Source: an optimization exercise on an open RTL-to-GDS flow (aim: small area). Production flows keep margins and buffers that such runs may drop. Function was checked by simulation only, so behaviour that the tests miss may differ from the original. No driver is modelled on the clock port, so clocking that relies on it looks cheaper here than on a real chip. Power and IR drop assume default switching activity.

### flow/design.v
module walker
  (
   input  logic clk_i,
   input  logic resetn_i,
   input  logic va_vld_i,
   input  logic vld3_i,
   input  logic stall_i,
   input  logic ch_fault_i,
   input  logic l1_pa_vld_i,
   output logic va_rdy_o,
   output logic rdy_reg_o,
   output logic cfr_o
   );
   logic rdy_reg;
   logic cfr;
   assign va_rdy_o  = rdy_reg || (vld3_i && !stall_i);
   assign rdy_reg_o = rdy_reg;
   assign cfr_o     = cfr;
   always_ff @(posedge clk_i)
   begin
      if (!resetn_i)
      begin
         rdy_reg <= 1'b1;
         cfr     <= 1'b0;
      end
      else
      begin
         rdy_reg <= !va_vld_i && va_rdy_o;
         if (vld3_i)
           cfr <= ch_fault_i && !cfr;
         else if (cfr && l1_pa_vld_i && !stall_i)
           cfr <= 1'b0;
      end
   end
endmodule
module PWU
  (
   input  logic        clk_i,
   input  logic        resetn_i,
   input  logic [31:0] va_i,
   input  logic        va_vld_i,
   output logic        va_rdy_o,
   output logic [27:0] pa_o,
   output logic        pa_vld_o,
   output logic        pa_fault_o,
   input  logic        pa_rdy_i,
   output logic [31:0] pw_c_va_o,
   output logic        pw_c_vld_o,
   input  logic [15:0] pw_c_pa_i,
   output logic [27:0] l1_va_o,
   output logic        l1_cancel_o,
   output logic        l1_va_vld_o,
   input  logic [31:0] l1_pa_i,
   input  logic        l1_pa_vld_i,
   output logic [27:0] ch_va_o,
   output logic        ch_va_vld_o,
   input  logic        ch_fault_i
   );
   logic [1:0]      walk_sel_reg;   
   logic [3:0]      inc_reg;        
   logic [1:0]      sel3_reg;       
   logic [3:0]      act_reg;        
   logic [1:0]      ph0_reg;        
   logic [31:0]     va0_reg;    
   logic [27:0]     va1_reg;    
   logic [27:0]     va2_reg;    
   logic [15:0]     va3_reg;    
   logic [15:0]     pwc_reg;    
   localparam logic [1:0] GRAY0 = 2'b00;
   localparam logic [1:0] GRAY3 = 2'b10;
   logic [3:0]      va_vld_s;
   logic [3:0]      vld3_s;
   logic [3:0]      va_rdy_s;
   logic [3:0]      rdy_reg_s;
   logic [3:0]      cfr_s;
   logic            any_vld3_s;
   logic            stall_s;
   logic            cfr3_s;
   logic            act0_s;
   assign vld3_s[0] = !rdy_reg_s[0] && ph0_reg == GRAY3;
   for (genvar i = 1; i < 4; i++)
     assign vld3_s[i] = act_reg[3] && sel3_reg == 2'(i ^ (i >> 1));
   assign any_vld3_s = act_reg[3] || vld3_s[0];
   assign stall_s    = (any_vld3_s && !ch_fault_i && !l1_pa_vld_i) || (pa_vld_o && !pa_rdy_i);
   assign va_rdy_o   = va_rdy_s != 0;
   assign va_vld_s[0] = 1'b1;
   for (genvar i = 1; i < 4; i++)
     assign va_vld_s[i] = walk_sel_reg == 2'(i ^ (i >> 1));
   for (genvar i = 0; i < 4; i++)
   begin : g_walker
      walker walker_inst
        (
         .clk_i       (clk_i),
         .resetn_i    (resetn_i),
         .va_vld_i    (va_vld_s[i]),
         .vld3_i      (vld3_s[i]),
         .stall_i     (stall_s),
         .ch_fault_i  (ch_fault_i),
         .l1_pa_vld_i (l1_pa_vld_i),
         .va_rdy_o    (va_rdy_s[i]),
         .rdy_reg_o   (rdy_reg_s[i]),
         .cfr_o       (cfr_s[i])
         );
   end
   always_comb
   begin
      cfr3_s = cfr_s[0];
      act0_s = rdy_reg_s[0] || vld3_s[0];
      for (int i = 1; i < 4; i++)
      begin
         if (sel3_reg == 2'(i ^ (i >> 1)))
           cfr3_s = cfr_s[i];
         if (walk_sel_reg == 2'(i ^ (i >> 1)))
           act0_s = rdy_reg_s[i] || vld3_s[i];
      end
   end
   always_ff @(posedge clk_i)
   begin
      if (!resetn_i)
      begin
         walk_sel_reg <= GRAY0;
         sel3_reg     <= GRAY0;
         inc_reg      <= 4'h0;
         act_reg      <= 4'h0;
         ph0_reg      <= GRAY3;
      end
      else if (!stall_s)
      begin
         if (va_rdy_o && va_vld_i)
           walk_sel_reg <= {walk_sel_reg[0], !walk_sel_reg[1]};
         act_reg <= {act_reg[2:0], act0_s};
         inc_reg <= {inc_reg[2:0], va_rdy_o && va_vld_i};
         if (inc_reg[3])
           sel3_reg <= {sel3_reg[0], !sel3_reg[1]};
         ph0_reg <= {ph0_reg[0], !ph0_reg[1]};
      end
   end
   always_ff @(posedge clk_i)
   begin
      if (!stall_s)
      begin
         va0_reg <= va_i;
         va1_reg <= {va0_reg[31:16], va0_reg[11:0]};
         va2_reg <= va1_reg;
         va3_reg <= va2_reg[27:12];
         pwc_reg <= pw_c_pa_i;
      end
   end
   assign pw_c_va_o   = va0_reg;
   assign pw_c_vld_o  = act_reg[0];
   assign l1_va_o     = {pwc_reg, va2_reg[11:0]};
   assign ch_va_o     = {pwc_reg, va2_reg[11:0]};
   assign l1_va_vld_o = act_reg[2] && !stall_s;
   assign ch_va_vld_o = act_reg[2] && !stall_s;
   assign l1_cancel_o = ch_fault_i && !cfr3_s && act_reg[3];
   always_ff @(posedge clk_i)
   begin
      if (!resetn_i)
        pa_vld_o <= 1'b0;
      else if (pa_rdy_i || !pa_vld_o)
        pa_vld_o <= (l1_pa_vld_i || cfr3_s) && act_reg[3];
   end
   always_ff @(posedge clk_i)
   begin
      if (pa_rdy_i || !pa_vld_o)
      begin
         pa_o       <= {va3_reg, l1_pa_i[11:0]};
         pa_fault_o <= cfr3_s || l1_pa_i[31:12] != 0;
      end
   end
endmodule
### flow/flow/run.sh
#!/bin/bash
# Standard ORFS layout (the standard.sh, standard synthesis unchanged), except:
# - the port buffers that global placement puts on every input and output use the
#   smallest buffer cell;
# - the clock tree is built from clkbuf_4 cells under a clkbuf_8 root, without dummy
#   loads, and leaf buffers that drive many flip-flops are then upsized to clkbuf_8.
set -euo pipefail
export BUFFER_PORTS_ARGS="-buffer_cell sky130_fd_sc_hd__buf_1"
export CTS_ARGS="-sink_clustering_enable -repair_clock_nets -root_buf sky130_fd_sc_hd__clkbuf_8 -buf_list sky130_fd_sc_hd__clkbuf_4 -dont_use_dummy_load"
export POST_CTS_TCL="$PWD/flow/post_cts.tcl"
bash standard.sh finish > standard_flow.log 2>&1
### flow/flow/post_cts.tcl
set block [ord::get_db_block]
set changed 0
foreach inst [$block getInsts] {
  if {[[$inst getMaster] getName] ne "sky130_fd_sc_hd__clkbuf_4"} { continue }
  set net [[$inst findITerm X] getNet]
  if {$net eq "NULL"} { continue }
  set n [expr {[llength [$net getITerms]] - 1}]
  if {$n >= 12} {
    replace_cell [$inst getName] sky130_fd_sc_hd__clkbuf_8
    incr changed
  }
}
puts "post_cts: upsized $changed clock buffers"
if {$changed > 0} {
  detailed_placement
  check_placement -verbose
}
### flow/standard.sh
#!/bin/bash
# synth_recipe.tcl (not shown) runs the flow's synth.tcl, then flattens the netlist and writes it again
# the make line also repeats each setting of config.mk as NAME=value (left out here)
make -C /OpenROAD-flow-scripts/flow DESIGN_CONFIG=/design/flow/config.mk WORK_HOME=/design/flow/orfs CLKGATE_MAP_FILE= SYNTH_SCRIPT=/design/flow/synth_recipe.tcl "${@:-finish}"
### flow/config.mk
export PLATFORM = sky130hd
export DESIGN_NAME = PWU
export DESIGN_NICKNAME = PWU
export VERILOG_FILES = /design/flow/design.v
export SDC_FILE = /design/flow/constraint.sdc
export NUM_CORES = 4
export LEC_CHECK = 0
export CAP_MARGIN = 0
export CORE_MARGIN = 2
export CORE_UTILIZATION = 70
export SLEW_MARGIN = 0
### flow/constraint.sdc
create_clock -name core_clock -period 4.0 [get_ports {clk_i}]
set_input_delay 0.8000 -clock core_clock [delete_from_list [all_inputs] [get_ports {clk_i}]]
set_output_delay 0.8000 -clock core_clock [all_outputs]
set_load 0.01 [all_outputs]
==> impl_metrics.toml, run 1 <==
[pwr]
p_leak_uw = 0.00232
p_int_uw = 2470
comb_power_share_pct = 7.5
netSwitchingFraction_pct = 21.6
peakVddDrop_mv = 0.302
p_switching_uw = 682
p_clk_share_pct = 23.2
seqPwrFrac_pct = 69.2
power_density_nw_per_um2 = 472

[floorplan]
die_w_um = 95.7
coreArea_um2 = 8180
die_h_um = 95.7
start_util_pct = 71.9
io_pins = 209
die-area_um2 = 9150
num_rows = 33

[global_routing]
grt_start_max_net_pins = 53
grt_pass1_wl_mm = 14.7
antenna_found_initial = 0
grt_overflow = 0
grt_pass1_vias = 3122
grt_usage_pct = 22.7

[layout]
seq_area_um2 = 4930
fin_nets = 595
diodes = 0
layout.cells.non_filler = 612
drive_gt1_share_pct = 5.52
multi_input_area_um2 = 584
largest_register_ffs = 32
num-fill-cells = 460
areaGrowthSynthToFinish_pct = 13.7

[timing]
finalSetupTns_ns = 0
finalSetupViolCount = 0
finalCritPeriodShare_pct = 73.8
rsz0062_at_grt = "no"
final-max-slew-violation-count = 0
finClkSkew_ns = 0.0403
clock.fmax_ghz = 0.339
worst_slew_pin_slew_ns = 0.684
period_minus_slack_ns = 2.95
finalHoldViolations = 0
slew-limit-headroom_pct = 54.2

[cts]
clkTransAtPathRegs_ns = 0.09
clock_latency_ns = 0.42
clock_sink_count = 172
cts_tree = "done"

[synth]
synth_top_area_cell = "edfxtp_1"
ys_ff_latch = 172
synth_area_leaders = "edfxtp_1 76%, dfxtp_1 7.8%, buf_4 5.6%"
async_reset_ff_share_pct = 0
synth_edf_count = 149
syn-num-nets = 410
yosysTopAreaCellShare_pct = 76.1
yosys_warnings = 2
syn_area_per_cell_um2 = 18.2
synth_common_cells = "149 x edfxtp_1, 44 x buf_4, 23 x dfxtp_1"
synth_cell_types = 32
yosysSeqAreaShare_pct = 83.9
synth_top_flop_cell = "edfxtp_1"
synth.most_common_cell = "edfxtp_1"
syn_area_um2 = 5880
syn-instance-count = 324

[placed_design]
placed_cells = 595
gp_congestion = 0.818
dp_hpwl_mm = 7.59
portBuffers = 208

[setup_path]
crit_path_end_kind = "primary output"
arrival_ns = 2.15
setup.worst_path.start = "ch_fault_i"
critPathRequiredTime_ns = 3.20
start_kind = "primary input"
r2r-end = "va1_reg[13]"
crit_path_max_fanout = 13
reg2reg_slack_ns = 1.63
ff2ff_path_depth = 4
critPathKind = "in -> out"
r2r-start = "pa_vld_o"

[hold_path]
hold_start = "va3_reg[11]"
worstHoldEndpoint = "pa_o[23]"
hold_path_depth = 0
hold_class = "reg -> reg"

[detailed_routing]
ant_nets = 0
vias_per_cell = 5.41
drc = 0
first_iter_violations = 147
wirelength_mm = 10.5
vias = 3312
wl_per_cell_um = 17.1
firstDrtPassIters = 4

[run_status]
status = "no timing/DRC/antenna violations"

[flow_run]
max_cap_violations = 0
[how the worst max path moves through the flow]
stage | slack, ns | end | cells after the start
3_5_place_dp | 1.08 | ch_va_vld_o | 6
3_3_place_gp | 1.15 | ch_va_vld_o | 6
2_1_floorplan | 0.19 | pwc_reg[0] | 5
6_report | 1.05 | ch_va_vld_o | 6
5_1_grt | 0.82 | l1_va_vld_o | 6
[stage by stage]
stage	worst slack, ns	hold WS, ns	utilization [%]	instance area (um^2)	total power [uW]
global route	0.825	0.408	81.8	6690	3280
detailed placement	1.08	0.405	79.7	6520	2460
floorplan	0.187	0.400	-	5880	2370
global placement	1.15	0.400	79.7	6520	2440
finish	1.05	0.397	81.8	6690	3150
[placed cells by master (no fill, tap or decap), types with 2 or more instances in the layout]
cell type    n
clkbuf_8     7
nand2_1     12
a21oi_1     12
clkbuf_4    10
nor4_1       6
a31oi_1      3
o21ai_0     13
nor2_1       8
buf_1      208
buf_4        6
nand3b_1     5
or3_1        2
nand2b_1     3
nor3_1       3
inv_1        4
nand3_1     12
dfxtp_1     23
edfxtp_1   149
nor3b_1      3
mux2i_1      4
[logic make-up after synthesis]
kind of cell | count (synthesis) | share of synthesized area [%]
compound gates | 35 | 3.47
buf+inv | 54 | 6.30
flops | 172 | 83.9
mux | 5 | 1.06
simple gates | 58 | 5.28
[critical path, cell delays in order]
cell and delay, ns:
buf_1 0.22, nor2_1 0.08, nor2_1 0.53, o21ai_0 0.24, inv_1 0.12, buf_1 0.16
[routing by layer]
metal | wire length [um] | global-route usage, % | share of wire (%)
met5 | 0 | 0 | 0
met4 | 195 | 9.40 | 1.9
met3 | 903 | 7.19 | 8.6
met2 | 5860 | 41.6 | 56
met1 | 3500 | 23.9 | 33
[cell type report]
cell class / instances / share of cell area (%)
clock buffer: 17 / 2.56
inverter: 5 / 0.281
multi-input combinational: 98 / 8.74
sequential: 172 / 73.8
tap: 105 / 1.96
timing repair buffer: 215 / 12.6
[power by group through the flow]
stage / Clock, uW / Sequential (uW) / Combinational [uW]
finish: 733 / 2180 / 238
global route: 815 / 2200 / 262
detailed placement: 0 / 2230 / 239
global placement: 0 / 2210 / 232
floorplan: 0 / 2240 / 131
==> run 2: changes to the inputs <==
--- a/flow/flow/run.sh
+++ b/flow/flow/run.sh
@@ -6,6 +6,6 @@
 #   loads, and leaf buffers that drive many flip-flops are then upsized to clkbuf_8.
 set -euo pipefail
 export BUFFER_PORTS_ARGS="-buffer_cell sky130_fd_sc_hd__buf_1"
-export CTS_ARGS="-sink_clustering_enable -repair_clock_nets -root_buf sky130_fd_sc_hd__clkbuf_8 -buf_list sky130_fd_sc_hd__clkbuf_4 -dont_use_dummy_load"
+export CTS_ARGS="-sink_clustering_enable -repair_clock_nets -root_buf sky130_fd_sc_hd__clkbuf_8 -buf_list sky130_fd_sc_hd__clkbuf_4 -dont_use_dummy_load -sink_clustering_size 10 -sink_clustering_max_diameter 60 -sink_clustering_levels 1 -balance_levels"
 export POST_CTS_TCL="$PWD/flow/post_cts.tcl"
 bash standard.sh finish > standard_flow.log 2>&1
==> flow/config.mk (replaced) <==
export PLATFORM = sky130hd
export DESIGN_NAME = PWU
export DESIGN_NICKNAME = PWU
export VERILOG_FILES = /design/flow/design.v
export SDC_FILE = /design/flow/constraint.sdc
export NUM_CORES = 4
export LEC_CHECK = 0
export CAP_MARGIN = 20
export CORE_MARGIN = 2
export CORE_UTILIZATION = 40
export SLEW_MARGIN = 20
==> run 2 against run 1 <==
- clock power is 4.2% higher
- fmax is 0.35% higher
- cell area is 1.1% higher
- cell count is 12% higher
- power is 0.55% higher
- sequential cell count stayed put
- clock skew is 0.0076 ns lower
- synthesized cell count stayed put
- routed wire length is 8.3% lower
- clock-buffer cell count stayed put
- critical path depth stayed put
==> impl_metrics.toml, run 2 <==
[pwr]
power_density_nw_per_um2 = 469
p_leak_uw = 0.00229
peakVddDrop_mv = 0.219
total_power_uw = 3170

[synth]
syn_area_um2 = 5880
syn-instance-count = 324
synth.most_common_cell = "edfxtp_1"
synth_top_area_cell = "edfxtp_1"
yosysSeqAreaShare_pct = 83.9
synth_top_flop_cell = "edfxtp_1"
yosysTopAreaCellShare_pct = 76.1
synth_edf_count = 149
synth_cell_types = 32
async_reset_ff_share_pct = 0
syn_area_per_cell_um2 = 18.2
synth_area_leaders = "edfxtp_1 76%, dfxtp_1 7.8%, buf_4 5.6%"
ys_ff_latch = 172
yosys_warnings = 2
syn-num-nets = 410
synth_common_cells = "149 x edfxtp_1, 44 x buf_4, 23 x dfxtp_1"

[run_status]
status = "no timing/DRC/antenna violations"

[detailed_routing]
ant_nets = 0
wirelength_mm = 9.58
vias = 3173
firstDrtPassIters = 4
vias_per_cell = 4.62
wl_per_cell_um = 13.9
drc = 0
first_iter_violations = 140

[setup_path]
crit_chain = "buf_1, nor2_1, nor2_1, o21ai_0, inv_1, buf_1"
crit_slowest_cell = "nor2_1"
critPathRequiredTime_ns = 3.20
crit_path_end_kind = "primary output"
crit_path_max_fanout = 13
start_kind = "primary input"
critPathKind = "in -> out"
max_stage_delay_ns = 0.57
arrival_ns = 2.14

[global_routing]
top_usage_layer = "met2"
grt_start_max_net_pins = 123
grt_overflow = 0
grt_pass1_vias = 2972
grt_pass1_wl_mm = 14.7
grt.met3_usage_pct = 4.45
antenna_found_initial = 0
met2_usage_pct = 18.8
grt_usage_pct = 12.2
grtUsageMet1_pct = 14.9

[timing]
period_minus_slack_ns = 2.94
finalCritPeriodShare_pct = 73.5
rsz0062_at_grt = "no"
clock.fmax_ghz = 0.340
finalHoldViolations = 0
worst_slew_pin_slew_ns = 0.946
final-max-slew-violation-count = 0
finClkSkew_ns = 0.0328
slew-limit-headroom_pct = 36.9
finalSetupTns_ns = 0
finalSetupViolCount = 0
timing.hold.ws_ns = 0.392

[floorplan]
num_rows = 44
die_h_um = 125
die-area_um2 = 15700
start_util_pct = 40.8
die_w_um = 125
coreArea_um2 = 14400
io_pins = 209

[layout]
areaGrowthSynthToFinish_pct = 14.9
mostFrequentLayoutCells = "208 x buf_1, 149 x edfxtp_1, 23 x dfxtp_1"
layout.cells.most_common = "buf_1"
multi_input_area_um2 = 593
num-fill-cells = 1315
seq_area_um2 = 4930
largest_register_ffs = 32
fin_nets = 591
diodes = 0
drive_gt1_share_pct = 4.77

[cts]
clock_latency_ns = 0.44
clkTransAtPathRegs_ns = 0.11
clock_sink_count = 172
cts_tree = "done"

[flow_run]
max_cap_violations = 0

[placed_design]
dp_hpwl_mm = 6.51
gp_congestion = 0.800
portBuffers = 208

[hold_path]
hold_class = "reg -> reg"
## run 2: changes by cell type in the layout (fill, tap and decap cells not counted)
| cell | delta |
|---|---|
| buf_4 | -3 |
| buf_12 | -1 |
| clkbuf_4 | -1 |
| clkbuf_8 | +1 |
| nand2_4 | -1 |
| nand2_8 | +1 |
## run 2: power by group
| part | leakage, uW | total (uW) | internal, uW | switching [uW] |
|---|---|---|---|---|
| sequential | 0.00175 | 2180 | 2120 | 58.0 |
| combinational | 0.000443 | 230 | 76.7 | 153 |
| clock | 0.0000989 | 764 | 283 | 481 |
| total | 0.00229 | 3170 | 2480 | 692 |
## run 2: routing by layer
layer | wire, um | part of all wire (%) | vias up
li1 | - | - | 1530
met1 | 3990 | 42 | 1473
met2 | 4590 | 48 | 154
met3 | 769 | 8.0 | 16
met4 | 227 | 2.4 | 0
met5 | 0 | 0 | -
## run 2: final cells by class
type	count	share of cell area (%)
Clock buffer	17	2.63
Inverter	5	0.278
Multi-Input combinational cell	98	8.78
Sequential cell	172	73.0
Tap cell	184	3.41
Timing Repair Buffer	211	11.9
## run 2: logic make-up after synthesis
logic type             share of synthesized area (%)
muxes                                           1.06
buffers and inverters                           6.30
AOI/OAI and AO/OA                               3.47
and+or+nand+nor                                 5.28
DFF                                             83.9
## run 2: path summary, 6_finish.rpt
| check | from | to | slack [ns] | depth (start not counted) |
|---|---|---|---|---|
| min reg2reg | va1_reg[2] | va2_reg[2] | 0.39 | 0 |
| max reg2reg | ph0_reg[1] | va3_reg[2] | 1.68 | 3 |
| min | va1_reg[2] | va2_reg[2] | 0.39 | 0 |
| max | ch_fault_i | ch_va_vld_o | 1.06 | 6 |
## run 2: through the flow
stage	instances	cell area (um^2)	utilization [%]	setup slack, ns
2_1_floorplan	324	5880	-	0.187
3_3_place_gp	670	6580	45.6	1.15
3_5_place_dp	670	6580	45.6	1.08
5_1_grt	687	6760	46.9	0.919
6_report	687	6760	46.9	1.06
## run 2: worst max-delay path: cells and delay by family
kind                   cells  cell delay (ns)
buffers and inverters      3             0.47
AND/OR/NAND/NOR            2             0.65
AO/OA/AOI/OAI              1             0.22
==> run 3: changes to the inputs <==
==> flow/flow/run.sh (replaced) <==
#!/bin/bash
# Standard ORFS layout (the standard.sh, standard synthesis unchanged), except:
# - the port buffers that global placement puts on every input and output use the
#   smallest buffer cell;
# - the clock tree is built from clkbuf_4 cells under a clkbuf_8 root, without dummy
#   loads, and leaf buffers that drive many flip-flops are then upsized to clkbuf_8.
set -euo pipefail
export BUFFER_PORTS_ARGS="-buffer_cell sky130_fd_sc_hd__buf_1"
export CTS_ARGS="-sink_clustering_enable -repair_clock_nets -root_buf sky130_fd_sc_hd__clkbuf_16 -buf_list sky130_fd_sc_hd__clkbuf_4 -dont_use_dummy_load"
export POST_CTS_TCL="$PWD/flow/post_cts.tcl"
bash standard.sh finish > standard_flow.log 2>&1
--- a/flow/flow/post_cts.tcl
+++ b/flow/flow/post_cts.tcl
@@ -5,7 +5,7 @@
   set net [[$inst findITerm X] getNet]
   if {$net eq "NULL"} { continue }
   set n [expr {[llength [$net getITerms]] - 1}]
-  if {$n >= 12} {
+  if {$n >= 14} {
     replace_cell [$inst getName] sky130_fd_sc_hd__clkbuf_8
     incr changed
   }
==> run 3 against run 2 <==
- die area unchanged
- synthesized cell count unchanged
- clock-buffer cell count unchanged
- non-clock buffer count stayed put
- sequential power barely moved
- sequential cell count unchanged
- first-iteration DRC count down 14%
- cell count unchanged
- worst setup slack better by 0.0079 ns
- fmax is 0.27% higher
- critical path type unchanged
- critical endpoint unchanged
- highest routed layer unchanged
==> impl_metrics.toml, run 3 <==
[setup_path]
crit_chain = "buf_1, nor2_1, nor2_1, o21ai_0, inv_1, buf_1"
crit_path_end_kind = "primary output"
crit_family = "simple AND/OR/NAND/NOR gates"
crit_path_max_fanout = 13
start_kind = "primary input"
arrival_ns = 2.13
critPathKind = "in -> out"
critPathBufInv = 3
critPathRequiredTime_ns = 3.20
crit_slowest_cell = "nor2_1"
max_stage_delay_ns = 0.56

[floorplan]
coreArea_um2 = 14400
io_pins = 209
die_w_um = 125
start_util_pct = 40.8
num_rows = 44
die-area_um2 = 15700
die_h_um = 125

[timing]
finalSetupTns_ns = 0
finClkSkew_ns = 0.0298
final-max-slew-violation-count = 0
rsz0062_at_grt = "no"
worst_slew_pin_slew_ns = 0.943
slew-limit-headroom_pct = 37.1
period_minus_slack_ns = 2.93
finalHoldViolations = 0
clock.fmax_ghz = 0.341
finalCritPeriodShare_pct = 73.3
finalSetupViolCount = 0

[detailed_routing]
wirelength_mm = 9.57
drc = 0
ant_nets = 0
firstDrtPassIters = 4
vias = 3151
first_iter_violations = 120
wl_per_cell_um = 13.9
vias_per_cell = 4.59

[synth]
syn_area_per_cell_um2 = 18.2
ys_ff_latch = 172
synth_top_flop_cell = "edfxtp_1"
synth-compound-area-share_pct = 3.47
syn_area_um2 = 5880
synthAdderAreaFrac_pct = 0
syn-instance-count = 324
synth_area_leaders = "edfxtp_1 76%, dfxtp_1 7.8%, buf_4 5.6%"
synth_top_area_cell = "edfxtp_1"
syn-num-nets = 410
yosys.area_share.xor_xnor_pct = 0
synth_cell_types = 32
yosys_warnings = 2
synth.most_common_cell = "edfxtp_1"
synth_top_family_by_area = "buffers and inverters"
synth_common_cells = "149 x edfxtp_1, 44 x buf_4, 23 x dfxtp_1"
yosysSeqAreaShare_pct = 83.9
yosysTopAreaCellShare_pct = 76.1
async_reset_ff_share_pct = 0
synthSimpleGateAreaFrac_pct = 5.28
synth_edf_count = 149
yosys-mux-area-fraction_pct = 1.06

[pwr]
peakVddDrop_mv = 0.206
power_density_nw_per_um2 = 466
p_leak_uw = 0.00229

[cts]
cts_tree = "done"
clock_sink_count = 172
clock_latency_ns = 0.37
clkTransAtPathRegs_ns = 0.11

[layout]
drive_gt1_share_pct = 4.77
fin_nets = 591
largest_register_ffs = 32
diodes = 0
fin_util_pct = 46.8
fin_area_um2 = 6740
layout.cells.most_common = "buf_1"
areaGrowthSynthToFinish_pct = 14.7
mostFrequentLayoutCells = "208 x buf_1, 149 x edfxtp_1, 23 x dfxtp_1"

[global_routing]
antenna_found_initial = 0
grt_usage_pct = 12.2
grt_start_max_net_pins = 123
grt_pass1_vias = 2967
grt_pass1_wl_mm = 14.7
grt_overflow = 0

[placed_design]
portBuffers = 208
dp_hpwl_mm = 6.51
gp_congestion = 0.800
dpl_cell_area_um2 = 6580

[hold_path]
hold_class = "reg -> reg"

[run_status]
status = "no timing/DRC/antenna violations"

[flow_run]
max_cap_violations = 0
-- run 3: cell counts after synthesis --
No cell type changed its count.
-- run 3: area by class of cell --
cell class,count,area (um^2)
Clock buffer,17,164
Multi-Input combinational cell,98,593
Sequential cell,172,4930
Tap cell,184,230
Fill cell,1313,7680
Timing Repair Buffer,211,803
Inverter,5,18.8
-- run 3: report_power, final --
| part | switching [uW] | internal [uW] | leakage, uW |
|---|---|---|---|
| combinational | 153 | 76.7 | 0.000443 |
| sequential | 57.8 | 2120 | 0.00175 |
| clock | 472 | 265 | 0.0000937 |
-- run 3: through the flow --
stage	instances	total power, uW	hold WS (ns)	setup slack (ns)
2_1_floorplan	324	2370	0.400	0.187
5_1_grt	687	3300	0.398	0.919
3_3_place_gp	670	2450	0.401	1.15
6_report	687	3140	0.394	1.07
3_5_place_dp	670	2460	0.405	1.08
-- run 3: cell families after synthesis --
kind of cell / after synthesis
buffers and inverters: 54
AND/OR/NAND/NOR: 58
flip-flops: 172
AO/OA/AOI/OAI: 35
multiplexers: 5
-- run 3: metal layers --
layer	wire length, um	GRT usage (%)
met5	0	0
met2	4570	18.9
met4	229	6.86
met3	766	4.45
met1	4000	14.9
-- run 3: final timing paths --
| check | from | cells past startpoint | slack, ns | endpoint |
|---|---|---|---|---|
| worst max-delay path | ch_fault_i | 6 | 1.07 | ch_va_vld_o |
| worst min-delay path | va1_reg[2] | 0 | 0.39 | va2_reg[2] |
| worst max register to register | ph0_reg[1] | 3 | 1.68 | va3_reg[10] |
| worst min register to register | va1_reg[2] | 0 | 0.39 | va2_reg[2] |
==> run 4: changes to the inputs <==
--- a/flow/flow/run.sh
+++ b/flow/flow/run.sh
@@ -2,7 +2,7 @@
 # Standard ORFS layout (the standard.sh, standard synthesis unchanged), except:
 # - the port buffers that global placement puts on every input and output use the
 #   smallest buffer cell;
-# - the clock tree is built from clkbuf_4 cells under a clkbuf_8 root, without dummy
+# - the clock tree is built from clkbuf_4 cells under a clkbuf_16 root, without dummy
 #   loads, and leaf buffers that drive many flip-flops are then upsized to clkbuf_8.
 set -euo pipefail
 export BUFFER_PORTS_ARGS="-buffer_cell sky130_fd_sc_hd__buf_1"
--- a/flow/flow/post_cts.tcl
+++ b/flow/flow/post_cts.tcl
@@ -5,7 +5,7 @@
   set net [[$inst findITerm X] getNet]
   if {$net eq "NULL"} { continue }
   set n [expr {[llength [$net getITerms]] - 1}]
-  if {$n >= 14} {
+  if {$n >= 13} {
     replace_cell [$inst getName] sky130_fd_sc_hd__clkbuf_8
     incr changed
   }
--- a/flow/config.mk
+++ b/flow/config.mk
@@ -7,5 +7,6 @@
 export LEC_CHECK = 0
 export CAP_MARGIN = 20
 export CORE_MARGIN = 2
-export CORE_UTILIZATION = 40
+export CORE_UTILIZATION = 55
+export PLACE_DENSITY = 0.7
 export SLEW_MARGIN = 20
==> run 4 against run 3 <==
- sequential power about the same
- register-to-register slack improved by 0.02 ns
- via count rose by 1.6%
- cell count decreased by 6.7%
- first-iteration DRC count rose by 13%
- critical path depth did not move
- highest routed layer unchanged
- sequential cell count unchanged
- clock power about the same
- clock skew fell by 0.00060 ns
- global-route usage grew 4.2 points
==> impl_metrics.toml, run 4 <==
[pwr]
peakVddDrop_mv = 0.292
seqPwrFrac_pct = 69.3
p_int_uw = 2470
p_switching_uw = 669
netSwitchingFraction_pct = 21.3
power_density_nw_per_um2 = 468
comb_power_share_pct = 7.4
p_clk_share_pct = 23.4
p_leak_uw = 0.00231
total_power_uw = 3140

[cts]
cts_tree = "done"
clkTransAtPathRegs_ns = 0.11
clock_latency_ns = 0.35
clock_sink_count = 172

[floorplan]
die_h_um = 107
coreArea_um2 = 10400
io_pins = 209
die-area_um2 = 11500
num_rows = 37
die_w_um = 107
start_util_pct = 56.7

[detailed_routing]
vias = 3202
wl_per_cell_um = 14.5
ant_nets = 0
first_iter_violations = 136
wirelength_mm = 9.29
firstDrtPassIters = 6
vias_per_cell = 5.00
drc = 0

[timing]
period_minus_slack_ns = 2.93
slew-limit-headroom_pct = 52.9
finalHoldViolations = 0
final-max-slew-violation-count = 0
rsz0062_at_grt = "no"
clock.fmax_ghz = 0.342
timing.hold.ws_ns = 0.406
finClkSkew_ns = 0.0291
finalSetupViolCount = 0
worst_slew_pin_slew_ns = 0.703
finalCritPeriodShare_pct = 73.2
finalSetupTns_ns = 0

[layout]
layout.cells.most_common = "buf_1"
areaGrowthSynthToFinish_pct = 14.1
fin_nets = 593
fin_util_pct = 64.7
mostFrequentLayoutCells = "208 x buf_1, 149 x edfxtp_1, 23 x dfxtp_1"
diodes = 0
fin_area_um2 = 6710
largest_register_ffs = 32
drive_gt1_share_pct = 5.15

[synth]
syn_area_per_cell_um2 = 18.2
yosys_warnings = 2
async_reset_ff_share_pct = 0
synth_common_cells = "149 x edfxtp_1, 44 x buf_4, 23 x dfxtp_1"
synth.most_common_cell = "edfxtp_1"
synth_top_area_cell = "edfxtp_1"
synth_edf_count = 149
synth_top_flop_cell = "edfxtp_1"
synth_area_leaders = "edfxtp_1 76%, dfxtp_1 7.8%, buf_4 5.6%"
syn-instance-count = 324
yosysSeqAreaShare_pct = 83.9
ys_ff_latch = 172
yosysTopAreaCellShare_pct = 76.1
syn_area_um2 = 5880
synth_cell_types = 32
syn-num-nets = 410

[setup_path]
crit_path_end_kind = "primary output"
setup.worst_path.start = "ch_fault_i"
r2r-start = "ph0_reg[1]"
critPathKind = "in -> out"
crit_chain = "buf_1, nor2_1, nor2_1, o21ai_0, inv_1, buf_1"
max_stage_delay_ns = 0.55
arrival_ns = 2.13
critPathBufInv = 3
start_kind = "primary input"
crit_path_max_fanout = 13
crit_slowest_cell = "nor2_1"
crit_family = "simple AND/OR/NAND/NOR gates"
critPathRequiredTime_ns = 3.20

[placed_design]
portBuffers = 208
gp_congestion = 0.812
dp_hpwl_mm = 6.57
dpl_cell_area_um2 = 6540

[global_routing]
grt_start_max_net_pins = 53
grt_pass1_wl_mm = 14.1
antenna_found_initial = 0
grt_overflow = 0
grt_pass1_vias = 3086
grt_usage_pct = 16.4

[hold_path]
hold_class = "reg -> reg"
hold_start = "va3_reg[8]"

[run_status]
status = "no timing/DRC/antenna violations"

[flow_run]
max_cap_violations = 0
[run 4: cell counts after synthesis]
No cell type changed its count.
[run 4: kinds of logic after synthesis]
logic type	synth area share [%]
AO/OA/AOI/OAI	3.47
buffers and inverters	6.30
flip-flops	83.9
multiplexers	1.06
AND/OR/NAND/NOR	5.28
[run 4: power groups by stage]
stage | Sequential [uW] | Clock [uW] | Combinational [uW]
floorplan | 2240 | 0 | 131
global placement | 2210 | 0 | 231
detailed placement | 2220 | 0 | 235
global route | 2190 | 839 | 255
finish | 2180 | 735 | 232
[run 4: area by class of cell]
cell class / instances / area (um^2)
Clock buffer: 17 / 170
Fill cell: 784 / 3660
Inverter: 5 / 18.8
Multi-Input combinational cell: 98 / 584
Sequential cell: 172 / 4930
Tap cell: 136 / 170
Timing Repair Buffer: 213 / 831
[run 4: stage by stage]
step	setup WS, ns	std cells
floorplan	0.187	324
finish	1.07	641
detailed placement	1.07	624
global placement	1.20	624
global route	0.895	641
[run 4: worst paths after layout]
check                                    to  slack (ns)  cells past startpoint
worst max-delay path            ch_va_vld_o        1.07                      6
worst min-delay path               pa_o[20]        0.41                      0
worst max register to register   va1_reg[0]        1.70                      4
worst min register to register     pa_o[20]        0.41                      0
[run 4: metal layers]
metal | vias to the layer above | share of wire (%) | global-route usage (%)
met4 | 0 | 1.6 | 6.78
met2 | 182 | 50 | 27.0
met1 | 1471 | 38 | 18.8
met3 | 10 | 9.9 | 7.38
met5 | - | 0 | 0
li1 | 1539 | - | -
==> run 5: changes to the inputs <==
--- a/flow/config.mk
+++ b/flow/config.mk
@@ -7,6 +7,5 @@
 export LEC_CHECK = 0
 export CAP_MARGIN = 20
 export CORE_MARGIN = 2
-export CORE_UTILIZATION = 55
-export PLACE_DENSITY = 0.7
+export CORE_UTILIZATION = 40
 export SLEW_MARGIN = 20
==> run 5 against run 4 <==
- cell area rose by 0.62%
- still clean on timing, DRC and antenna
- register-to-register slack got worse by 0.02 ns
- routed wire length rose by 3.1%
- power increased by 0.57%
- largest power group unchanged
==> impl_metrics.toml, run 5 <==
[synth]
synth_edf_count = 149
synth_top_flop_cell = "edfxtp_1"
synth_area_leaders = "edfxtp_1 76%, dfxtp_1 7.8%, buf_4 5.6%"
yosysTopAreaCellShare_pct = 76.1
synth.most_common_cell = "edfxtp_1"
ys_ff_latch = 172
syn_area_um2 = 5880
syn-num-nets = 410
syn-instance-count = 324
async_reset_ff_share_pct = 0
synth_common_cells = "149 x edfxtp_1, 44 x buf_4, 23 x dfxtp_1"
yosys_warnings = 2
synth_top_area_cell = "edfxtp_1"
yosysSeqAreaShare_pct = 83.9
synth_cell_types = 32
syn_area_per_cell_um2 = 18.2

[setup_path]
arrival_ns = 2.13
start_kind = "primary input"
critPathRequiredTime_ns = 3.20
crit_path_max_fanout = 13
crit_path_end_kind = "primary output"
critPathKind = "in -> out"

[layout]
areaGrowthSynthToFinish_pct = 14.8
drive_gt1_share_pct = 4.77
seq_area_um2 = 4930
diodes = 0
fin_nets = 591
largest_register_ffs = 32
mostFrequentLayoutCells = "208 x buf_1, 149 x edfxtp_1, 23 x dfxtp_1"
multi_input_area_um2 = 593
fin_area_um2 = 6750
num-fill-cells = 1314
layout.cells.most_common = "buf_1"

[placed_design]
portBuffers = 208
dpl_cell_area_um2 = 6580
gp_congestion = 0.800
dp_hpwl_mm = 6.51

[cts]
clkTransAtPathRegs_ns = 0.11
clock_sink_count = 172
cts_tree = "done"
clock_latency_ns = 0.37

[pwr]
power_density_nw_per_um2 = 468
p_leak_uw = 0.00229
total_power_uw = 3160
peakVddDrop_mv = 0.206

[floorplan]
coreArea_um2 = 14400
die-area_um2 = 15700
num_rows = 44
start_util_pct = 40.8
die_h_um = 125
die_w_um = 125
io_pins = 209

[timing]
finalSetupTns_ns = 0
rsz0062_at_grt = "no"
clock.fmax_ghz = 0.341
worst_slew_pin_slew_ns = 0.944
period_minus_slack_ns = 2.93
finalCritPeriodShare_pct = 73.3
slew-limit-headroom_pct = 37.1
final-max-slew-violation-count = 0
finalSetupViolCount = 0
finalHoldViolations = 0
finClkSkew_ns = 0.0318

[detailed_routing]
drc = 0
wirelength_mm = 9.58
first_iter_violations = 157
wl_per_cell_um = 13.9
firstDrtPassIters = 4
ant_nets = 0
vias = 3165
vias_per_cell = 4.61

[global_routing]
grt_start_max_net_pins = 123
grt_overflow = 0
grt_usage_pct = 12.2
grt_pass1_vias = 2974
antenna_found_initial = 0
grt_pass1_wl_mm = 14.7

[hold_path]
hold_class = "reg -> reg"

[run_status]
status = "no timing/DRC/antenna violations"

[flow_run]
max_cap_violations = 0
-- run 5: cell counts after synthesis --
No cell type changed its count.
-- run 5: logic make-up (layout without fill, tap and decap cells) --
logic type	after synthesis	after routing	share of synthesized area [%]
AO/OA/AOI/OAI	35	35	3.47
multiplexers	5	5	1.06
buffers and inverters	54	233	6.30
flip-flops	172	172	83.9
AND/OR/NAND/NOR	58	58	5.28
-- run 5: worst max-delay path: stages --
cell and delay, ns:
buf_1 0.21, nor2_1 0.08, nor2_1 0.56, o21ai_0 0.22
inv_1 0.11, buf_1 0.15
-- run 5: where the power goes --
| group | internal [uW] | leakage [uW] | switching [uW] |
|---|---|---|---|
| clock network | 276 | 0.0000963 | 477 |
| logic | 76.7 | 0.000443 | 153 |
| registers | 2120 | 0.00175 | 57.9 |
-- run 5: worst paths after layout --
| check | endpoint | startpoint | depth (start not counted) | slack (ns) |
|---|---|---|---|---|
| worst max-delay path | ch_va_vld_o | ch_fault_i | 6 | 1.07 |
| worst max register to register | va2_reg[6] | ph0_reg[1] | 3 | 1.68 |
| worst min-delay path | va2_reg[2] | va1_reg[2] | 0 | 0.39 |
| worst min register to register | va2_reg[2] | va1_reg[2] | 0 | 0.39 |
-- run 5: stage by stage --
step	hold WS, ns	util (%)	std cells	setup slack (ns)
floorplan	0.400	-	324	0.187
global placement	0.401	45.6	670	1.15
detailed placement	0.405	45.6	670	1.08
global route	0.398	46.8	687	0.919
finish	0.393	46.8	687	1.07
-- run 5: layer usage --
layer / vias to the layer above / wire length (um) / global-route usage, %
met5: - / 0 / 0
met4: 0 / 216 / 7.06
met3: 15 / 767 / 4.58
met2: 152 / 4580 / 18.8
met1: 1467 / 4020 / 14.9
li1: 1531 / - / -
-- run 5: layout make-up --
| class | instances | share of cell area [%] |
|---|---|---|
| sequential | 172 | 73.1 |
| timing repair buffer | 211 | 11.9 |
| multi-input combinational | 98 | 8.79 |
| tap | 184 | 3.41 |
| clock buffer | 17 | 2.52 |
| inverter | 5 | 0.278 |
==> run 6: changes to the inputs <==
--- a/flow/config.mk
+++ b/flow/config.mk
@@ -5,7 +5,7 @@
 export SDC_FILE = /design/flow/constraint.sdc
 export NUM_CORES = 4
 export LEC_CHECK = 0
-export CAP_MARGIN = 20
+export CAP_MARGIN = 0
 export CORE_MARGIN = 2
 export CORE_UTILIZATION = 40
-export SLEW_MARGIN = 20
+export SLEW_MARGIN = 0
==> run 6 against run 5 <==
- still clean
- global-route usage unchanged
- register-to-register slack about the same
- hold slack unchanged
- combinational power about the same
- largest cell class unchanged
- largest power group unchanged
- highest routed layer unchanged
==> impl_metrics.toml, run 6 <==
[global_routing]
grt_usage_pct = 12.2
grt_start_max_net_pins = 123
grtUsageMet1_pct = 14.9
antenna_found_initial = 0
grt.met3_usage_pct = 4.58
grt_pass1_wl_mm = 14.7
grt_pass1_vias = 2974
top_usage_layer = "met2"
met2_usage_pct = 18.8
grt_overflow = 0

[placed_design]
placed_cells = 670
gp_congestion = 0.800
dp_hpwl_mm = 6.51
portBuffers = 208
pre_cts_ws_ns = 1.08

[layout]
areaGrowthSynthToFinish_pct = 14.8
layout.cells.non_filler = 687
mostFrequentLayoutCells = "208 x buf_1, 149 x edfxtp_1, 23 x dfxtp_1"
drive_gt1_share_pct = 4.77
num-fill-cells = 1314
layout.cells.most_common = "buf_1"
multi_input_area_um2 = 593
fin_nets = 591
seq_area_um2 = 4930
largest_register_ffs = 32
fin_util_pct = 46.8
diodes = 0

[synth]
synth_edf_count = 149
synth_top_flop_cell = "edfxtp_1"
syn_area_per_cell_um2 = 18.2
ys_ff_latch = 172
yosysSeqAreaShare_pct = 83.9
syn_area_um2 = 5880
yosysTopAreaCellShare_pct = 76.1
yosys_warnings = 2
synthSimpleGateAreaFrac_pct = 5.28
async_reset_ff_share_pct = 0
synthAdderAreaFrac_pct = 0
synth_area_leaders = "edfxtp_1 76%, dfxtp_1 7.8%, buf_4 5.6%"
synth-compound-area-share_pct = 3.47
synth_top_family_by_area = "buffers and inverters"
yosys.area_share.xor_xnor_pct = 0
synth_common_cells = "149 x edfxtp_1, 44 x buf_4, 23 x dfxtp_1"
yosys-mux-area-fraction_pct = 1.06
syn-num-nets = 410
syn-instance-count = 324
synth_top_area_cell = "edfxtp_1"
synth.most_common_cell = "edfxtp_1"
synth_cell_types = 32

[pwr]
p_leak_uw = 0.00229
peakVddDrop_mv = 0.206
power_density_nw_per_um2 = 468

[floorplan]
start_util_pct = 40.8
die_w_um = 125
die_h_um = 125
die-area_um2 = 15700
num_rows = 44
io_pins = 209
coreArea_um2 = 14400

[setup_path]
critPathBufInv = 3
arrival_ns = 2.13
reg2reg_slack_ns = 1.68
crit_family = "simple AND/OR/NAND/NOR gates"
critPathKind = "in -> out"
max_stage_delay_ns = 0.56
critPathRequiredTime_ns = 3.20
crit_path_end_kind = "primary output"
crit_path_max_fanout = 13
start_kind = "primary input"
crit_chain = "buf_1, nor2_1, nor2_1, o21ai_0, inv_1, buf_1"
crit_slowest_cell = "nor2_1"

[detailed_routing]
firstDrtPassIters = 4
wl_per_cell_um = 13.9
first_iter_violations = 157
vias = 3165
ant_nets = 0
drc = 0
vias_per_cell = 4.61
wirelength_mm = 9.58

[timing]
clock.fmax_ghz = 0.341
finClkSkew_ns = 0.0318
slew-limit-headroom_pct = 37.1
worst_slew_pin_slew_ns = 0.944
rsz0062_at_grt = "no"
finalSetupViolCount = 0
finalHoldViolations = 0
period_minus_slack_ns = 2.93
fin_ws_ns = 1.07
finalCritPeriodShare_pct = 73.3
finalSetupTns_ns = 0
final-max-slew-violation-count = 0

[hold_path]
hold_class = "reg -> reg"

[cts]
cts_tree = "done"
clkTransAtPathRegs_ns = 0.11
clock_latency_ns = 0.37
clock_sink_count = 172

[run_status]
status = "no timing/DRC/antenna violations"

[flow_run]
max_cap_violations = 0
## run 6: stage by stage
stage / total power, uW / instance area [um^2] / hold WS, ns
after floorplan: 2370 / 5880 / 0.400
after global placement: 2450 / 6580 / 0.401
after detailed placement: 2460 / 6580 / 0.405
after global routing: 3310 / 6750 / 0.398
final: 3160 / 6750 / 0.393
## run 6: per-layer routing
metal	wire (um)	up-vias
met2	4580	152
met1	4020	1467
met3	767	15
met5	0	-
met4	216	0
li1	-	1531
## run 6: kinds of logic after synthesis
kind of cell	count (synthesis)
AO/OA/AOI/OAI	35
buffers and inverters	54
flip-flops	172
multiplexers	5
AND/OR/NAND/NOR	58
## run 6: final timing paths
check | from | to | cells past startpoint
min | va1_reg[2] | va2_reg[2] | 0
min reg2reg | va1_reg[2] | va2_reg[2] | 0
max | ch_fault_i | ch_va_vld_o | 6
max reg2reg | ph0_reg[1] | va2_reg[6] | 3
## run 6: cell type report
type	count	share of cell area, %
inverter	5	0.278
tap	184	3.41
clock buffer	17	2.52
multi-input combinational	98	8.79
sequential	172	73.1
timing repair buffer	211	11.9
## run 6: power by group
group          switching (uW)  internal [uW]  total [uW]  leakage [uW]
clock network             477            276         753     0.0000963
logic                     153           76.7         230      0.000443
registers                57.9           2120        2180       0.00175
## run 6: worst reg2reg max path, stage by stage, from the launching register on
cell     delay [ns]
dfxtp_1        0.39
nor3b_2        0.31
or3_1          0.44
nand2_8        0.53
==> run 7: changes to the inputs <==
==> flow/run.sh (new file) <==
#!/bin/bash
# synth_recipe.tcl (not shown) runs the flow's synth.tcl, then flattens the netlist and writes it again
# the make line also repeats each setting of config.mk as NAME=value (left out here)
make -C /OpenROAD-flow-scripts/flow DESIGN_CONFIG=/design/flow/config.mk WORK_HOME=/design/flow/orfs CLKGATE_MAP_FILE= SYNTH_SCRIPT=/design/flow/synth_recipe.tcl finish
--- a/flow/config.mk
+++ b/flow/config.mk
@@ -5,7 +5,8 @@
 export SDC_FILE = /design/flow/constraint.sdc
 export NUM_CORES = 4
 export LEC_CHECK = 0
-export CAP_MARGIN = 0
+export CAP_MARGIN = 20
 export CORE_MARGIN = 2
 export CORE_UTILIZATION = 40
-export SLEW_MARGIN = 0
+export CTS_BUF_LIST = sky130_fd_sc_hd__clkbuf_8
+export SLEW_MARGIN = 20
removed: flow/flow/run.sh
removed: flow/flow/post_cts.tcl
removed: flow/standard.sh
==> run 7 against run 6 <==
- still clean on timing, DRC and antenna
- sequential share of layout area decreased by 14 points
- via count up 1.4%
- clock-buffer cell count unchanged
- clock skew decreased by 0.023 ns
- sequential power is essentially flat
- routed wire length rose by 9.4%
- worst setup slack lost 0.34 ns
- fmax down 10%
- cell area grew 23%
- cell count is 2.6% higher
- global-route usage increased by 1.3 points
- first-iteration DRC count is 5.1% lower
- largest power group unchanged
- highest routed layer is now met5
==> impl_metrics.toml, run 7 <==
[run_status]
status = "no timing/DRC/antenna violations"

[placed_design]
portBuffers = 208
gp_congestion = 0.792
dp_hpwl_mm = 7.31

[global_routing]
antenna_found_initial = 1
grt_usage_pct = 13.5
grt_overflow = 0
grt_start_max_net_pins = 68
grt_pass1_wl_mm = 16.2
grt_pass1_vias = 3226

[setup_path]
critPathKind = "in -> out"
crit_slowest_cell = "clkdlybuf4s50_1"
ff2ff_path_depth = 4
arrival_ns = 2.47
crit_chain = "clkdlybuf4s50_1, nor2_1, nor2_1, buf_4, o21ai_0, inv_1, clkdlybuf4s50_1"
crit_path_max_fanout = 13
crit_path_end_kind = "primary output"
reg2reg_slack_ns = 1.78
setup.worst_path.start = "ch_fault_i"
critPathBufInv = 4
cp_num_cells = 7
r2r-start = "ph0_reg[1]"
critPathRequiredTime_ns = 3.20
endpoint = "ch_va_vld_o"
start_kind = "primary input"
crit_family = "buffers and inverters"
r2r-end = "va2_reg[8]"
max_stage_delay_ns = 0.58

[detailed_routing]
firstDrtPassIters = 4
vias_per_cell = 4.55
vias = 3209
drc = 0
first_iter_violations = 149
wl_per_cell_um = 14.9
ant_nets = 0
wirelength_mm = 10.5

[timing]
finalHoldViolations = 0
timing.hold.ws_ns = 0.418
finalSetupViolCount = 0
final-max-slew-violation-count = 0
finalCritPeriodShare_pct = 81.8
finClkSkew_ns = 0.00883
clock.fmax_ghz = 0.306
slew-limit-headroom_pct = 50.8
period_minus_slack_ns = 3.27
rsz0062_at_grt = "no"
worst_slew_pin_slew_ns = 0.730
finalSetupTns_ns = 0

[layout]
num-fill-cells = 1152
fin_util_pct = 57.6
areaGrowthSynthToFinish_pct = 41.3
diodes = 0
drive_gt1_share_pct = 7.10
largest_register_ffs = 32
layout.cells.most_common = "clkdlybuf4s50_1"
mostFrequentLayoutCells = "208 x clkdlybuf4s50_1, 149 x edfxtp_1, 23 x dfxtp_1"
fin_nets = 595

[floorplan]
num_rows = 44
start_util_pct = 40.8
die_w_um = 125
io_pins = 209
die_h_um = 125
coreArea_um2 = 14400
die-area_um2 = 15700

[cts]
clock_latency_ns = 0.44
cts_resized = 0
post_cts_buffers = 0
cts_tree = "done"
clkTransAtPathRegs_ns = 0.08
numCtsBuffers = 17
holdBufCountCts = 0
cts_buffer_depth = 2
cts_root_buf = "clkbuf_8"
clock_sink_count = 172
cts_max_level = 4

[synth]
async_reset_ff_share_pct = 0
synth_edf_count = 149
synth_top_area_cell = "edfxtp_1"
synth_area_leaders = "edfxtp_1 76%, dfxtp_1 7.8%, buf_4 5.6%"
synth_cell_types = 32
yosysSeqAreaShare_pct = 83.9
syn_area_per_cell_um2 = 18.2
syn_area_um2 = 5880
synth_top_flop_cell = "edfxtp_1"
synth.most_common_cell = "edfxtp_1"
synth_common_cells = "149 x edfxtp_1, 44 x buf_4, 23 x dfxtp_1"
yosys_warnings = 2
syn-num-nets = 410
ys_ff_latch = 172
syn-instance-count = 324
yosysTopAreaCellShare_pct = 76.1

[flow_run]
max_cap_violations = 0

[pwr]
p_leak_uw = 0.00298
peakVddDrop_mv = 0.261
power_density_nw_per_um2 = 454

[hold_path]
hold_class = "reg -> reg"
## run 7: changes by cell type in the layout (fill, tap and decap cells not counted), moves of 2 or more
cell	change
buf_1	-208
buf_4	+3
bufinv_16	+3
clkbuf_4	-12
clkbuf_8	+13
clkdlybuf4s50_1	+208
clkinv_1	+2
clkinvlp_4	+2
inv_1	+3
inv_6	+2
## run 7: how the worst min path moves through the flow
stage	to	cells past startpoint	startpoint
CTS	va2_reg[4]	0	va1_reg[4]
floorplan	pa_o[12]	0	va3_reg[0]
global route	va2_reg[14]	0	va1_reg[14]
global placement	va2_reg[25]	0	va1_reg[25]
finish	va2_reg[4]	0	va1_reg[4]
detailed placement	pa_o[25]	0	va3_reg[13]
## run 7: routing by layer
layer / global-route usage, % / wire (um)
met5: 0 / 11
met4: 5.75 / 189
met3: 6.38 / 924
met2: 21.7 / 5150
met1: 15.6 / 4210
## run 7: through the flow
step,std cells,cell area [um^2],power (uW),setup slack (ns)
finish,705,8310,3770,0.728
global route,705,8310,3940,0.588
CTS,705,8310,3830,0.735
detailed placement,674,7920,2640,0.742
global placement,674,7920,2630,0.728
floorplan,324,5880,2370,0.187
## run 7: kinds of logic after synthesis
logic type / share of synthesized area, %
and+or+nand+nor: 5.28
muxes: 1.06
AOI/OAI and AO/OA: 3.47
DFF: 83.9
buffers and inverters: 6.30
## run 7: power breakdown
group | internal, uW | total (uW) | leakage (uW) | switching, uW
registers | 2120 | 2180 | 0.00175 | 57.3
clock network | 606 | 1180 | 0.000201 | 577
logic | 257 | 415 | 0.00103 | 158
## run 7: worst register-to-register path, delay by kind of cell (launching register included)
kind / cells / cell delay, ns
buffers and inverters: 1 / 0.42
flip-flops: 1 / 0.37
AND/OR/NAND/NOR: 3 / 1.18
## run 7: area by class of cell
cell class	instances	area [um^2]	share of cell area [%]
sequential	172	4930	59.4
timing repair buffer	215	2150	25.8
multi-input combinational	98	593	7.13
clock buffer	17	234	2.81
tap	184	230	2.77
clock inverter	14	155	1.87
inverter	5	18.8	0.226

-- what the ideal ports hide --
How much do the figures lean on ideal ports? The routed layouts below were timed once more, with nothing changed but the port constraints.
Step 1 (the two cells are an assumption about what drives the block):
set clk [get_ports {clk_i}]
set_driving_cell -lib_cell sky130_fd_sc_hd__clkbuf_16 $clk
set_driving_cell -lib_cell sky130_fd_sc_hd__buf_2 [delete_from_list [all_inputs] $clk]
Step 2, shift: input delay + t, output delay - t, t = (earliest + latest rising clock arrival at the registers) / 2. This alone moves slack from input paths to output paths.
a / b / c = ideal / step 1 / step 2; a / b = the first two.
run | shift t [ns] | slack for setup (ns) | worst setup path after step 2 | slew at the worst register clock pin (ns)
run 1 | 0.423 | 1.049 / 1.024 / 1.024 | input to output | 0.11 / 0.11
run 2 | 0.450 | 1.060 / 1.033 / 1.033 | input to output | 0.11 / 0.11
run 3 | 0.391 | 1.067 / 1.041 / 1.041 | input to output | 0.12 / 0.12
run 4 | 0.382 | 1.073 / 1.050 / 1.050 | input to output | 0.11 / 0.11
run 5 | 0.394 | 1.068 / 1.041 / 1.041 | input to output | 0.12 / 0.12
run 6 | 0.394 | 1.068 / 1.041 / 1.041 | input to output | 0.12 / 0.12
run 7 | 0.470 | 0.728 / 0.696 / 0.696 | input to output | 0.08 / 0.08
After both steps setup and hold are still met in every run listed. For run 7, which loses most, drivers alone change the setup slack by -0.032 ns; drivers and shift together by -0.032 ns.
